Source: an optimization exercise on an open RTL-to-GDS flow (aim: small area). Production flows keep margins and buffers that such runs may drop.
RTL that was checked went through simulation tests only; none was proved equivalent to the original.
Power and IR drop assume default switching activity.

==> trial 51 <==
==> flow/design.v (excerpt) <==
module alu_32(
    input clk, rst,
    input [31:0] a_in, b_in,
    input [3:0] select,
    output reg [31:0] y_out,
    output reg flag, carry_bit);
  wire [31:0] a_rev;
  genvar gi;
  generate for (gi = 0; gi < 32; gi = gi + 1) begin : rv
    assign a_rev[gi] = a_in[31 - gi];
  end endgenerate
  wire ng1;
  wire e2;
  wire s3;
  wire co4;
  wire s5;
  wire co6;
  wire s7;
  wire co8;
  wire s9;
  wire co10;
  wire s11;
  wire co12;
  wire s13;
  wire co14;
  wire s15;
  wire co16;
  wire s17;
  wire co18;
  wire s19;
  wire co20;
  wire s21;
  wire co22;
  wire s23;
  wire co24;
  wire s25;
  wire co26;
  wire s27;
  wire co28;
  wire s29;
  wire co30;
  wire s31;
  wire co32;
  wire s33;
  wire co34;
  wire s35;
  wire co36;
  wire s37;
  wire co38;
  wire s39;
  wire co40;
  wire s41;
  wire co42;
  wire s43;
  wire co44;
  wire s45;
  wire co46;
  wire s47;
  wire co48;
  wire s49;
  wire co50;
  wire s51;
  wire co52;
  wire s53;
  wire co54;
  wire s55;
  wire co56;
  wire s57;
  wire co58;
  wire s59;
  wire co60;
  wire s61;
  wire co62;
  wire s63;
  wire co64;
  wire s65;
  wire co66;
  wire s67;
  wire co68;
  wire s69;
  wire co70;
  wire s71;
  wire co72;
  wire s73;
  wire co74;
  wire s75;
  wire co76;
  wire s77;
  wire co78;
  wire s79;
  wire co80;
  wire s81;
  wire co82;
  wire s83;
  wire co84;
  wire s85;
  wire co86;
  wire s87;
  wire co88;
  wire s89;
  wire co90;
  wire s91;
  wire co92;
  wire s93;
  wire co94;
  wire s95;
  wire co96;
  wire s97;
  wire co98;
  wire s99;
  wire co100;
  wire s101;
  wire co102;
  wire s103;
  wire co104;
  wire s105;
  wire co106;
  wire s107;
  wire co108;
  wire s109;
  wire co110;
  wire s111;
  wire co112;
  wire s113;
  wire co114;
  wire s115;
  wire co116;
  wire s117;
  wire co118;
  wire s119;
  wire co120;
  wire s121;
  wire co122;
  wire s123;
  wire co124;
  wire s125;
  wire co126;
  wire s127;
  wire co128;
  wire s129;
  wire co130;
  wire s131;
  wire co132;
  wire s133;
  wire co134;
  wire s135;
  wire co136;
  wire s137;
  wire co138;
  wire s139;
  wire co140;
  wire s141;
  wire co142;
  wire s143;
  wire co144;
  wire s145;
  wire co146;
  wire s147;
  wire co148;
  wire s149;
  wire co150;
  wire s151;
  wire co152;
  wire s153;
  wire co154;
  wire s155;
  wire co156;
  wire s157;
  wire co158;
  wire s159;
  wire co160;
  wire s161;
  wire co162;
  wire s163;
  ...
clock: 10.0 ns
lec_check: 0
cap_margin: 20
core_margin: 2
core_utilization: 40
slew_margin: 20
synth_hierarchical: 1
run.sh (not shown) runs the stock make flow with config.mk's settings and CLKGATE_MAP_FILE= SYNTH_SCRIPT=/design/flow/synth_recipe.tcl, a recipe that flattens the netlist after the stock synthesis.
==> build 60 (differences from trial 51) <==
--- a/flow/design.v
+++ b/flow/design.v
@@ -668,98 +668,101 @@
   wire op_mul = (select == 4'd2);
   wire op_srl = (select == 4'd3);
   wire op_sll = (select == 4'd4);
   wire op_and = (select == 4'd5);
   wire op_or  = (select == 4'd6);
   wire op_xor = (select == 4'd7);
   wire op_not = (select == 4'd8);
   wire op_as  = op_add | op_sub;
-  wire big = |b_in[31:5];
+  wire big;
+  alu_big u_big (.b(b_in[31:5]), .y(big));
   wire op_sh  = op_srl | op_sll;   
   wire [31:0] x = op_srl ? a_rev : a_in;
+  wire [15:0] shd;
+  alu_dec u_dec (.s(b_in[4:1]), .en(op_sh), .d(shd));
   wire bx0 = b_in[0] ^ 1'b0;
   wire by0 = b_in[1] ^ b_in[0];
-  wire one0 = (op_mul & bx0) | ((op_sh & (b_in[4:1] == 4'd0)) & ~b_in[0]) | op_as;
-  wire two0 = (op_mul & by0 & ~bx0) | ((op_sh & (b_in[4:1] == 4'd0)) & b_in[0]);
+  wire one0 = (op_mul & bx0) | (shd[0] & ~b_in[0]) | op_as;
+  wire two0 = (op_mul & by0 & ~bx0) | (shd[0] & b_in[0]);
   wire neg0 = op_mul & b_in[1];
   wire bx1 = b_in[2] ^ b_in[1];
   wire by1 = b_in[3] ^ b_in[2];
-  wire one1 = (op_mul & bx1) | ((op_sh & (b_in[4:1] == 4'd1)) & ~b_in[0]);
-  wire two1 = (op_mul & by1 & ~bx1) | ((op_sh & (b_in[4:1] == 4'd1)) & b_in[0]);
+  wire one1 = (op_mul & bx1) | (shd[1] & ~b_in[0]);
+  wire two1 = (op_mul & by1 & ~bx1) | (shd[1] & b_in[0]);
   wire neg1 = op_mul & b_in[3];
   wire bx2 = b_in[4] ^ b_in[3];
   wire by2 = b_in[5] ^ b_in[4];
-  wire one2 = (op_mul & bx2) | ((op_sh & (b_in[4:1] == 4'd2)) & ~b_in[0]);
-  wire two2 = (op_mul & by2 & ~bx2) | ((op_sh & (b_in[4:1] == 4'd2)) & b_in[0]);
+  wire one2 = (op_mul & bx2) | (shd[2] & ~b_in[0]);
+  wire two2 = (op_mul & by2 & ~bx2) | (shd[2] & b_in[0]);
   wire neg2 = op_mul & b_in[5];
   wire bx3 = b_in[6] ^ b_in[5];
   wire by3 = b_in[7] ^ b_in[6];
-  wire one3 = (op_mul & bx3) | ((op_sh & (b_in[4:1] == 4'd3)) & ~b_in[0]);
-  wire two3 = (op_mul & by3 & ~bx3) | ((op_sh & (b_in[4:1] == 4'd3)) & b_in[0]);
+  wire one3 = (op_mul & bx3) | (shd[3] & ~b_in[0]);
+  wire two3 = (op_mul & by3 & ~bx3) | (shd[3] & b_in[0]);
   wire neg3 = op_mul & b_in[7];
   wire bx4 = b_in[8] ^ b_in[7];
   wire by4 = b_in[9] ^ b_in[8];
-  wire one4 = (op_mul & bx4) | ((op_sh & (b_in[4:1] == 4'd4)) & ~b_in[0]);
-  wire two4 = (op_mul & by4 & ~bx4) | ((op_sh & (b_in[4:1] == 4'd4)) & b_in[0]);
+  wire one4 = (op_mul & bx4) | (shd[4] & ~b_in[0]);
+  wire two4 = (op_mul & by4 & ~bx4) | (shd[4] & b_in[0]);
   wire neg4 = op_mul & b_in[9];
   wire bx5 = b_in[10] ^ b_in[9];
   wire by5 = b_in[11] ^ b_in[10];
-  wire one5 = (op_mul & bx5) | ((op_sh & (b_in[4:1] == 4'd5)) & ~b_in[0]);
-  wire two5 = (op_mul & by5 & ~bx5) | ((op_sh & (b_in[4:1] == 4'd5)) & b_in[0]);
+  wire one5 = (op_mul & bx5) | (shd[5] & ~b_in[0]);
+  wire two5 = (op_mul & by5 & ~bx5) | (shd[5] & b_in[0]);
   wire neg5 = op_mul & b_in[11];
   wire bx6 = b_in[12] ^ b_in[11];
   wire by6 = b_in[13] ^ b_in[12];
-  wire one6 = (op_mul & bx6) | ((op_sh & (b_in[4:1] == 4'd6)) & ~b_in[0]);
-  wire two6 = (op_mul & by6 & ~bx6) | ((op_sh & (b_in[4:1] == 4'd6)) & b_in[0]);
+  wire one6 = (op_mul & bx6) | (shd[6] & ~b_in[0]);
+  wire two6 = (op_mul & by6 & ~bx6) | (shd[6] & b_in[0]);
   wire neg6 = op_mul & b_in[13];
   wire bx7 = b_in[14] ^ b_in[13];
   wire by7 = b_in[15] ^ b_in[14];
-  wire one7 = (op_mul & bx7) | ((op_sh & (b_in[4:1] == 4'd7)) & ~b_in[0]);
-  wire two7 = (op_mul & by7 & ~bx7) | ((op_sh & (b_in[4:1] == 4'd7)) & b_in[0]);
+  wire one7 = (op_mul & bx7) | (shd[7] & ~b_in[0]);
+  wire two7 = (op_mul & by7 & ~bx7) | (shd[7] & b_in[0]);
   wire neg7 = op_mul & b_in[15];
   wire bx8 = b_in[16] ^ b_in[15];
   wire by8 = b_in[17] ^ b_in[16];
-  wire one8 = (op_mul & bx8) | ((op_sh & (b_in[4:1] == 4'd8)) & ~b_in[0]);
-  wire two8 = (op_mul & by8 & ~bx8) | ((op_sh & (b_in[4:1] == 4'd8)) & b_in[0]);
+  wire one8 = (op_mul & bx8) | (shd[8] & ~b_in[0]);
+  wire two8 = (op_mul & by8 & ~bx8) | (shd[8] & b_in[0]);
   wire neg8 = op_mul & b_in[17];
   wire bx9 = b_in[18] ^ b_in[17];
   wire by9 = b_in[19] ^ b_in[18];
-  wire one9 = (op_mul & bx9) | ((op_sh & (b_in[4:1] == 4'd9)) & ~b_in[0]);
-  wire two9 = (op_mul & by9 & ~bx9) | ((op_sh & (b_in[4:1] == 4'd9)) & b_in[0]);
+  wire one9 = (op_mul & bx9) | (shd[9] & ~b_in[0]);
+  wire two9 = (op_mul & by9 & ~bx9) | (shd[9] & b_in[0]);
   wire neg9 = op_mul & b_in[19];
   wire bx10 = b_in[20] ^ b_in[19];
   wire by10 = b_in[21] ^ b_in[20];
-  wire one10 = (op_mul & bx10) | ((op_sh & (b_in[4:1] == 4'd10)) & ~b_in[0]);
-  wire two10 = (op_mul & by10 & ~bx10) | ((op_sh & (b_in[4:1] == 4'd10)) & b_in[0]);
+  wire one10 = (op_mul & bx10) | (shd[10] & ~b_in[0]);
+  wire two10 = (op_mul & by10 & ~bx10) | (shd[10] & b_in[0]);
   wire neg10 = op_mul & b_in[21];
   wire bx11 = b_in[22] ^ b_in[21];
   wire by11 = b_in[23] ^ b_in[22];
-  wire one11 = (op_mul & bx11) | ((op_sh & (b_in[4:1] == 4'd11)) & ~b_in[0]);
-  wire two11 = (op_mul & by11 & ~bx11) | ((op_sh & (b_in[4:1] == 4'd11)) & b_in[0]);
+  wire one11 = (op_mul & bx11) | (shd[11] & ~b_in[0]);
+  wire two11 = (op_mul & by11 & ~bx11) | (shd[11] & b_in[0]);
   wire neg11 = op_mul & b_in[23];
   wire bx12 = b_in[24] ^ b_in[23];
   wire by12 = b_in[25] ^ b_in[24];
-  wire one12 = (op_mul & bx12) | ((op_sh & (b_in[4:1] == 4'd12)) & ~b_in[0]);
-  wire two12 = (op_mul & by12 & ~bx12) | ((op_sh & (b_in[4:1] == 4'd12)) & b_in[0]);
+  wire one12 = (op_mul & bx12) | (shd[12] & ~b_in[0]);
+  wire two12 = (op_mul & by12 & ~bx12) | (shd[12] & b_in[0]);
   wire neg12 = op_mul & b_in[25];
   wire bx13 = b_in[26] ^ b_in[25];
   wire by13 = b_in[27] ^ b_in[26];
-  wire one13 = (op_mul & bx13) | ((op_sh & (b_in[4:1] == 4'd13)) & ~b_in[0]);
-  wire two13 = (op_mul & by13 & ~bx13) | ((op_sh & (b_in[4:1] == 4'd13)) & b_in[0]);
+  wire one13 = (op_mul & bx13) | (shd[13] & ~b_in[0]);
+  wire two13 = (op_mul & by13 & ~bx13) | (shd[13] & b_in[0]);
   wire neg13 = op_mul & b_in[27];
   wire bx14 = b_in[28] ^ b_in[27];
   wire by14 = b_in[29] ^ b_in[28];
-  wire one14 = (op_mul & bx14) | ((op_sh & (b_in[4:1] == 4'd14)) & ~b_in[0]);
-  wire two14 = (op_mul & by14 & ~bx14) | ((op_sh & (b_in[4:1] == 4'd14)) & b_in[0]);
+  wire one14 = (op_mul & bx14) | (shd[14] & ~b_in[0]);
+  wire two14 = (op_mul & by14 & ~bx14) | (shd[14] & b_in[0]);
   wire neg14 = op_mul & b_in[29];
   wire bx15 = b_in[30] ^ b_in[29];
   wire by15 = b_in[31] ^ b_in[30];
-  wire one15 = (op_mul & bx15) | ((op_sh & (b_in[4:1] == 4'd15)) & ~b_in[0]);
-  wire two15 = (op_mul & by15 & ~bx15) | ((op_sh & (b_in[4:1] == 4'd15)) & b_in[0]);
+  wire one15 = (op_mul & bx15) | (shd[15] & ~b_in[0]);
+  wire two15 = (op_mul & by15 & ~bx15) | (shd[15] & b_in[0]);
   wire neg15 = op_mul & b_in[31];
   wire xc1 = neg1 | op_sub;
   wire [272-1:0] ppv;
   alu_ppa u_ppa (.x(x), .one(one_v), .two(two_v), .xc(xc_v), .e(op_as), .b(b_in), .pp(ppv));
   wire [15:0] one_v = {one15, one14, one13, one12, one11, one10, one9, one8, one7, one6, one5, one4, one3, one2, one1, one0};
   wire [15:0] two_v = {two15, two14, two13, two12, two11, two10, two9, two8, two7, two6, two5, two4, two3, two2, two1, two0};
   wire [15:0] xc_v = {neg15, neg14, neg13, neg12, neg11, neg10, neg9, neg8, neg7, neg6, neg5, neg4, neg3, neg2, xc1, neg0};
   assign ng1 = neg0 | (op_as & (b_in[0] ^ op_sub));
@@ -1170,16 +1173,25 @@
 endmodule
 module alu_ha(input a, b, output s, co);
   assign s = a ^ b;
   assign co = a & b;
 endmodule
 module alu_xor(input a, b, output y);
   assign y = a ^ b;
 endmodule
+module alu_big(input [26:0] b, output y);
+  assign y = |b;
+endmodule
+module alu_dec(input [3:0] s, input en, output [15:0] d);
+  genvar i;
+  generate for (i = 0; i < 16; i = i + 1) begin : g
+    assign d[i] = en & (s == i);
+  end endgenerate
+endmodule
 module alu_gp(input g1, p1, g0, p0, output g, p);
   assign g = g1 | (p1 & g0);
   assign p = p1 & p0;
 endmodule
 module alu_g(input g1, p1, g0, output g);
   assign g = g1 | (p1 & g0);
 endmodule
 module alu_ppa(input [31:0] x, input [15:0] one, two, xc, input e,
==> flow/flow/run.sh (new file) <==
#!/bin/bash
# Layout flow: the standard ORFS flow (standard.sh, unchanged synthesis),
# with the port buffers made of the smallest buffer cell instead of the
# default delay buffer, and power/area recovery on paths with positive slack
# after global routing. Each tool's output goes to a log in this folder.
set -euo pipefail
export BUFFER_PORTS_ARGS="-buffer_cell sky130_fd_sc_hd__buf_1"
export RECOVER_POWER=100
bash standard.sh > standard.log 2>&1
==> flow/standard.sh (new file) <==
#!/bin/bash
# synth_recipe.tcl (not shown) runs the flow's synth.tcl, then flattens the netlist and writes it again
# the make line also repeats each setting of config.mk as NAME=value (left out here)
make -C /OpenROAD-flow-scripts/flow DESIGN_CONFIG=/design/flow/config.mk WORK_HOME=/design/flow/orfs CLKGATE_MAP_FILE= SYNTH_SCRIPT=/design/flow/synth_recipe.tcl "${@:-finish}"
==> flow/config.mk (replaced) <==
export PLATFORM = sky130hd
export DESIGN_NAME = alu_32
export DESIGN_NICKNAME = alu_32
export VERILOG_FILES = /design/flow/design.v
export SDC_FILE = /design/flow/constraint.sdc
export NUM_CORES = 4
export LEC_CHECK = 0
export CAP_MARGIN = 0
export CORE_MARGIN = 2
export CORE_UTILIZATION = 40
export SLEW_MARGIN = 0
export SYNTH_HIERARCHICAL = 1
removed: flow/run.sh
==> comparison <==
Build 60 finished clean. Trial 51 passed the timing, DRC and antenna checks.
Via count: trial 51 is lower than build 60 (about 0.33%).
Between trial 51 and build 60, the lower global-route usage is in trial 51 (gap 0.78 points).
Between build 60 and trial 51, the lower clock power is in build 60 (gap 29%, measured against trial 51).
In build 60 the total power is lower than in trial 51, by about 9%.
The RTL of trial 51 was laid out without a check of its function.

[separate check: timing with driven ports]
How much do the figures lean on ideal ports? The routed layouts below were timed once more, with nothing changed but the port constraints. Step 1 assumes that a clkbuf_16 drives the clock port and a buf_2 every other input. Step 2 adds t to the input delays and takes it off the output delays; t is the mean of the earliest and latest rising clock arrival at the registers after step 1. Input paths then give back, and output paths get back, about the clock's delay inside the block. a / b / c = no drivers / after step 1 / after step 2; a / b = the first two.
| run | shift t [ns] | setup WS [ns] | worst hold slack (ns) | worst setup path at the end |
|---|---|---|---|---|
| trial 51 | 0.331 | 0.351 / 0.371 / 0.040 | 0.516 / 0.516 / 0.516 | input to register |
| build 60 | 0.328 | 0.343 / 0.367 / 0.039 | 0.516 / 0.516 / 0.516 | input to register |
After both steps every run listed still meets setup and hold. For trial 51, which loses most, drivers alone change the setup slack by +0.020 ns; drivers and shift together by -0.311 ns.
